What follows belongs to an exercise in optimizing a design on an open flow for small area; a production flow would make more cautious choices. Where RTL was checked, it was by simulation tests only, not by an equivalence proof against the original. Power and IR drop assume default switching activity.

== the baseline ==
==> flow/design.v <==
module api_extension(
                     input wire           clk,
                     input wire           reset,
                     input wire [1 : 0]   command,
                     output wire [1 : 0]  status,
                     input wire [31 : 0]  address,
                     input wire [31 : 0]  write_data,
                     output wire [31 : 0] read_data,
                     output wire          nts_cs,
                     output wire          nts_we,
                     output wire [23 : 0] nts_address,
                     output wire [31 : 0] nts_write_data,
                     input wire  [31 : 0] nts_read_data,
                     input wire           nts_ready,
                     output wire          pp_cs,
                     output wire          pp_we,
                     output wire [23 : 0] pp_address,
                     output wire [31 : 0] pp_write_data,
                     input wire  [31 : 0] pp_read_data,
                     input wire           pp_ready,
                     output wire          dp_cs,
                     output wire          dp_we,
                     output wire [23 : 0] dp_address,
                     output wire [31 : 0] dp_write_data,
                     input wire  [31 : 0] dp_read_data,
                     input wire           dp_ready,
                     output wire          merge_cs,
                     output wire          merge_we,
                     output wire [7 : 0]  merge_address,
                     output wire [31 : 0] merge_write_data,
                     input wire  [31 : 0] merge_read_data,
                     input wire           merge_ready,
                     output wire          rosc_cs,
                     output wire          rosc_we,
                     output wire [7 : 0]  rosc_address,
                     output wire [31 : 0] rosc_write_data,
                     input wire  [31 : 0] rosc_read_data,
                     input wire           rosc_ready
                    );
  localparam CORE_NAME0       = 32'h6170692d;  
  localparam CORE_NAME1       = 32'h65787420;  
  localparam CORE_VERSION     = 32'h302e3232;  
  localparam ERROR_DATA       = 32'hdeaddead;
  reg          status_lo_reg;
  reg          status_hi_reg;
  reg [1 : 0]  phase_reg;
  reg          op_a_set_reg;
  reg          op_b_set_reg;
  reg [31 : 0] op_a_reg;
  reg [31 : 0] op_b_reg;
  reg          carry_reg;
  reg [1 : 0]  rot_reg;
  reg          gate_a_reg;
  reg          gate_b_reg;
  reg [31 : 0] read_data_reg;
  wire       busy     = ~status_lo_reg;
  wire       cmd_act  = |command;
  wire       cmd_wr   = &command;
  wire [7:0] prefix   = address[31 : 24];
  wire [7:0] low      = address[7 : 0];
  wire hit_api   = prefix == 8'h00;
  wire hit_pp    = prefix == 8'h10;
  wire hit_nts   = prefix == 8'h20;
  wire hit_dp    = prefix == 8'h40;
  wire hit_merge = prefix == 8'h60;
  wire hit_rosc  = prefix == 8'hfe;
  wire hit_none  = ~(hit_api | hit_pp | hit_nts | hit_dp | hit_merge | hit_rosc);
  wire target_ready = (hit_pp    & pp_ready)    |
                      (hit_nts   & nts_ready)   |
                      (hit_dp    & dp_ready)    |
                      (hit_merge & merge_ready) |
                      (hit_rosc  & rosc_ready)  |
                      hit_api | hit_none;
  wire write_op_a = cmd_wr & hit_api & (low == 8'h10) & (rot_reg == 2'h3);
  wire write_op_b = cmd_wr & hit_api & (low == 8'h11) & (rot_reg == 2'h3);
  assign status           = {status_hi_reg, status_lo_reg};
  assign read_data        = read_data_reg;
  assign nts_cs           = busy & hit_nts;
  assign nts_we           = busy & hit_nts & cmd_wr;
  assign nts_address      = address[23 : 0];
  assign nts_write_data   = write_data;
  assign pp_cs            = busy & hit_pp;
  assign pp_we            = busy & hit_pp & cmd_wr;
  assign pp_address       = address[23 : 0];
  assign pp_write_data    = write_data;
  assign dp_cs            = busy & hit_dp;
  assign dp_we            = busy & hit_dp & cmd_wr;
  assign dp_address       = address[23 : 0];
  assign dp_write_data    = write_data;
  assign merge_cs         = busy & hit_merge;
  assign merge_we         = busy & hit_merge & cmd_wr;
  assign merge_address    = address[7 : 0];
  assign merge_write_data = write_data;
  assign rosc_cs          = busy & hit_rosc;
  assign rosc_we          = busy & hit_rosc & cmd_wr;
  assign rosc_address     = address[7 : 0];
  assign rosc_write_data  = write_data;
  wire [7 : 0] add_a = op_a_reg[7 : 0] & {8{gate_a_reg}};
  wire [7 : 0] add_b = op_b_reg[7 : 0] & {8{gate_b_reg}};
  wire [8 : 0] carry;
  wire [7 : 0] sum;
  assign carry[0] = carry_reg & gate_a_reg & gate_b_reg & (rot_reg != 2'h0);
  genvar i;
  generate
    for (i = 0 ; i < 8 ; i = i + 1)
      begin : adder
        assign sum[i]       = add_a[i] ^ add_b[i] ^ carry[i];
        assign carry[i + 1] = (add_a[i] & add_b[i]) | (add_a[i] & carry[i]) |
                              (carry[i] & add_b[i]);
      end
  endgenerate
  wire in_ctrl_wr   = ~status_lo_reg & (phase_reg == 2'h3);
  wire in_ctrl_done = status_lo_reg & (phase_reg == 2'h2);
  wire drop_early   = cmd_act & hit_api & ~in_ctrl_wr & ~in_ctrl_done;
  wire gate_a_new   = op_a_set_reg & ~(drop_early & (low == 8'h11));
  wire gate_b_new   = op_b_set_reg & ~(drop_early & (low == 8'h10));
  wire int_sum  = hit_api & ((low == 8'h10) | (low == 8'h11) | (low == 8'h12));
  wire ld_pp    = busy & hit_pp;
  wire ld_nts   = busy & hit_nts;
  wire ld_dp    = busy & hit_dp;
  wire ld_merge = busy & hit_merge;
  wire ld_rosc  = busy & hit_rosc;
  wire ld_none  = busy & hit_none;
  wire ld_name0 = busy & hit_api & (low == 8'h00);
  wire ld_name1 = busy & hit_api & (low == 8'h01);
  wire ld_ver   = busy & hit_api & (low == 8'h02);
  wire in_ctrl_s1 = status_lo_reg & (phase_reg == 2'h1);
  wire [3 : 0] ld_sum = {4{int_sum & (busy | in_ctrl_s1)}} &
                        {rot_reg == 2'h3, rot_reg == 2'h2, rot_reg == 2'h1, rot_reg == 2'h0};
  wire [3 : 0] hold   = {4{~busy | int_sum}} & ~ld_sum;
  wire [31 : 0] read_data_new =
    ({32{ld_pp}}    & pp_read_data)    |
    ({32{ld_nts}}   & nts_read_data)   |
    ({32{ld_dp}}    & dp_read_data)    |
    ({32{ld_merge}} & merge_read_data) |
    ({32{ld_rosc}}  & rosc_read_data)  |
    ({32{ld_none}}  & ERROR_DATA)      |
    ({32{ld_name0}} & CORE_NAME0)      |
    ({32{ld_name1}} & CORE_NAME1)      |
    ({32{ld_ver}}   & CORE_VERSION)    |
    ({{8{ld_sum[3]}}, {8{ld_sum[2]}}, {8{ld_sum[1]}}, {8{ld_sum[0]}}} & {4{sum}}) |
    ({{8{hold[3]}}, {8{hold[2]}}, {8{hold[1]}}, {8{hold[0]}}} & read_data_reg);
  always @ (posedge clk)
    begin : data_update
      carry_reg  <= carry[8];
      gate_a_reg <= gate_a_new;
      gate_b_reg <= gate_b_new;
      if (write_op_a)
        op_a_reg <= write_data;
      else
        op_a_reg <= {op_a_reg[7 : 0], op_a_reg[31 : 8]};
      if (write_op_b)
        op_b_reg <= write_data;
      else
        op_b_reg <= {op_b_reg[7 : 0], op_b_reg[31 : 8]};
      read_data_reg <= read_data_new;
    end
  always @ (posedge clk or posedge reset)
    begin : ctrl_update
      if (reset)
        begin
          status_lo_reg <= 1'b1;
          status_hi_reg <= 1'b0;
          phase_reg     <= 2'h0;
          op_a_set_reg  <= 1'b0;
          op_b_set_reg  <= 1'b0;
          rot_reg       <= 2'h0;
        end
      else
        begin
          rot_reg <= rot_reg + 2'h1;
          if (write_op_a)
            op_a_set_reg <= 1'b1;
          if (write_op_b)
            op_b_set_reg <= 1'b1;
          if (status_lo_reg)
            begin
              case (phase_reg)
                2'h0:
                  if (cmd_act)
                    phase_reg <= 2'h1;
                2'h1:
                  begin
                    status_lo_reg <= 1'b0;
                    phase_reg     <= 2'h0;
                  end
                2'h2:
                  if (!cmd_act)
                    phase_reg <= 2'h3;
                2'h3:
                  begin
                    status_hi_reg <= 1'b0;
                    phase_reg     <= cmd_act ? 2'h1 : 2'h0;
                  end
              endcase
            end
          else
            begin
              case (phase_reg)
                2'h0:
                  phase_reg <= 2'h1;
                2'h1, 2'h2:
                  phase_reg <= target_ready ? 2'h3 : 2'h2;
                2'h3:
                  begin
                    status_lo_reg <= 1'b1;
                    status_hi_reg <= hit_none;
                    phase_reg     <= 2'h2;
                  end
              endcase
            end
        end
    end
endmodule  
export LEC_CHECK = 0
export CAP_MARGIN = 20
export CORE_MARGIN = 2
export CORE_UTILIZATION = 65
export SLEW_MARGIN = 20
create_clock -name core_clock -period 5.0 [get_ports {clk}]
standard.sh (not shown) runs the stock make flow with config.mk's settings and CLKGATE_MAP_FILE= SYNTH_SCRIPT=/design/flow/synth_recipe.tcl, a recipe that flattens the netlist after the stock synthesis.
==> flow/flow/run.sh <==
#!/bin/bash
# Standard layout (the standard.sh) with three changes to how it is made:
# buf_1 as the port buffer cell, pins allowed on neighbouring tracks so a
# smaller die still holds all the ports, and a clock tree of small clock
# buffers without dummy loads.
set -euo pipefail
bash standard.sh \
  'BUFFER_PORTS_ARGS=-buffer_cell sky130_fd_sc_hd__buf_1' \
  'PLACE_PINS_ARGS=-min_distance 1 -min_distance_in_tracks' \
  'CTS_ARGS=-sink_clustering_enable -repair_clock_nets -dont_use_dummy_load -buf_list {sky130_fd_sc_hd__clkbuf_4 sky130_fd_sc_hd__clkbuf_8}' \
  finish > standard.log 2>&1
Setup changes, the baseline to the candidate
--- a/flow/design.v
+++ b/flow/design.v
@@ -110,12 +110,12 @@
       end
   endgenerate
   wire in_ctrl_wr   = ~status_lo_reg & (phase_reg == 2'h3);
   wire in_ctrl_done = status_lo_reg & (phase_reg == 2'h2);
   wire drop_early   = cmd_act & hit_api & ~in_ctrl_wr & ~in_ctrl_done;
-  wire gate_a_new   = op_a_set_reg & ~(drop_early & (low == 8'h11));
-  wire gate_b_new   = op_b_set_reg & ~(drop_early & (low == 8'h10));
+  wire gate_a_new   = (op_a_set_reg | write_op_a) & ~(drop_early & (low == 8'h11));
+  wire gate_b_new   = (op_b_set_reg | write_op_b) & ~(drop_early & (low == 8'h10));
   wire int_sum  = hit_api & ((low == 8'h10) | (low == 8'h11) | (low == 8'h12));
   wire ld_pp    = busy & hit_pp;
   wire ld_nts   = busy & hit_nts;
   wire ld_dp    = busy & hit_dp;
   wire ld_merge = busy & hit_merge;
## What came out
Re sequential share of layout area: the candidate and the baseline aren't equal, and the lower value belongs to the candidate.
Compared to the baseline, the candidate has setup slack 0.027 ns lower.
On power density relative to cell area: between the candidate and the baseline, it ends up higher for the baseline.
Changes observed in the candidate relative to the baseline: overall die area shows an increase of about 3%, register-to-register slack shows a reduction of 0.03 ns.
Summary of the candidate over the baseline: placeable core region now sits higher; non-clock buffer count about even; switching part of the total -0.64 points; logic gate share of total power held.
The candidate contains more vias than the baseline.
[compare] base=the baseline new=the candidate: final non-filler cell area now larger, met1 layer usage reported by global route now smaller.
The RTL of the candidate was laid out without a check of its function.

re-timing with driven ports:
No port has a modelled driver above. Below, the same layouts with a new extraction and two added sets of constraints. Step 1 assumes that a clkbuf_16 drives the clock port and a buf_2 every other input. Step 2 also shifts input and output timing later by t, the mid clock arrival at the registers, as if the neighbouring blocks saw the same clock. Three values: ideal ports, drivers, drivers and shift; two values: the first two.
run | t (ns) | slack for setup (ns) | clock arrival spread, ns | cell pins on the clock port's net
the baseline | 0.390 | 0.283 / 0.283 / 0.283 | 0.033 / 0.032 | 1
the candidate | 0.383 | 0.256 / 0.256 / 0.256 | 0.031 / 0.030 | 1
After both steps every run listed still meets setup and hold.
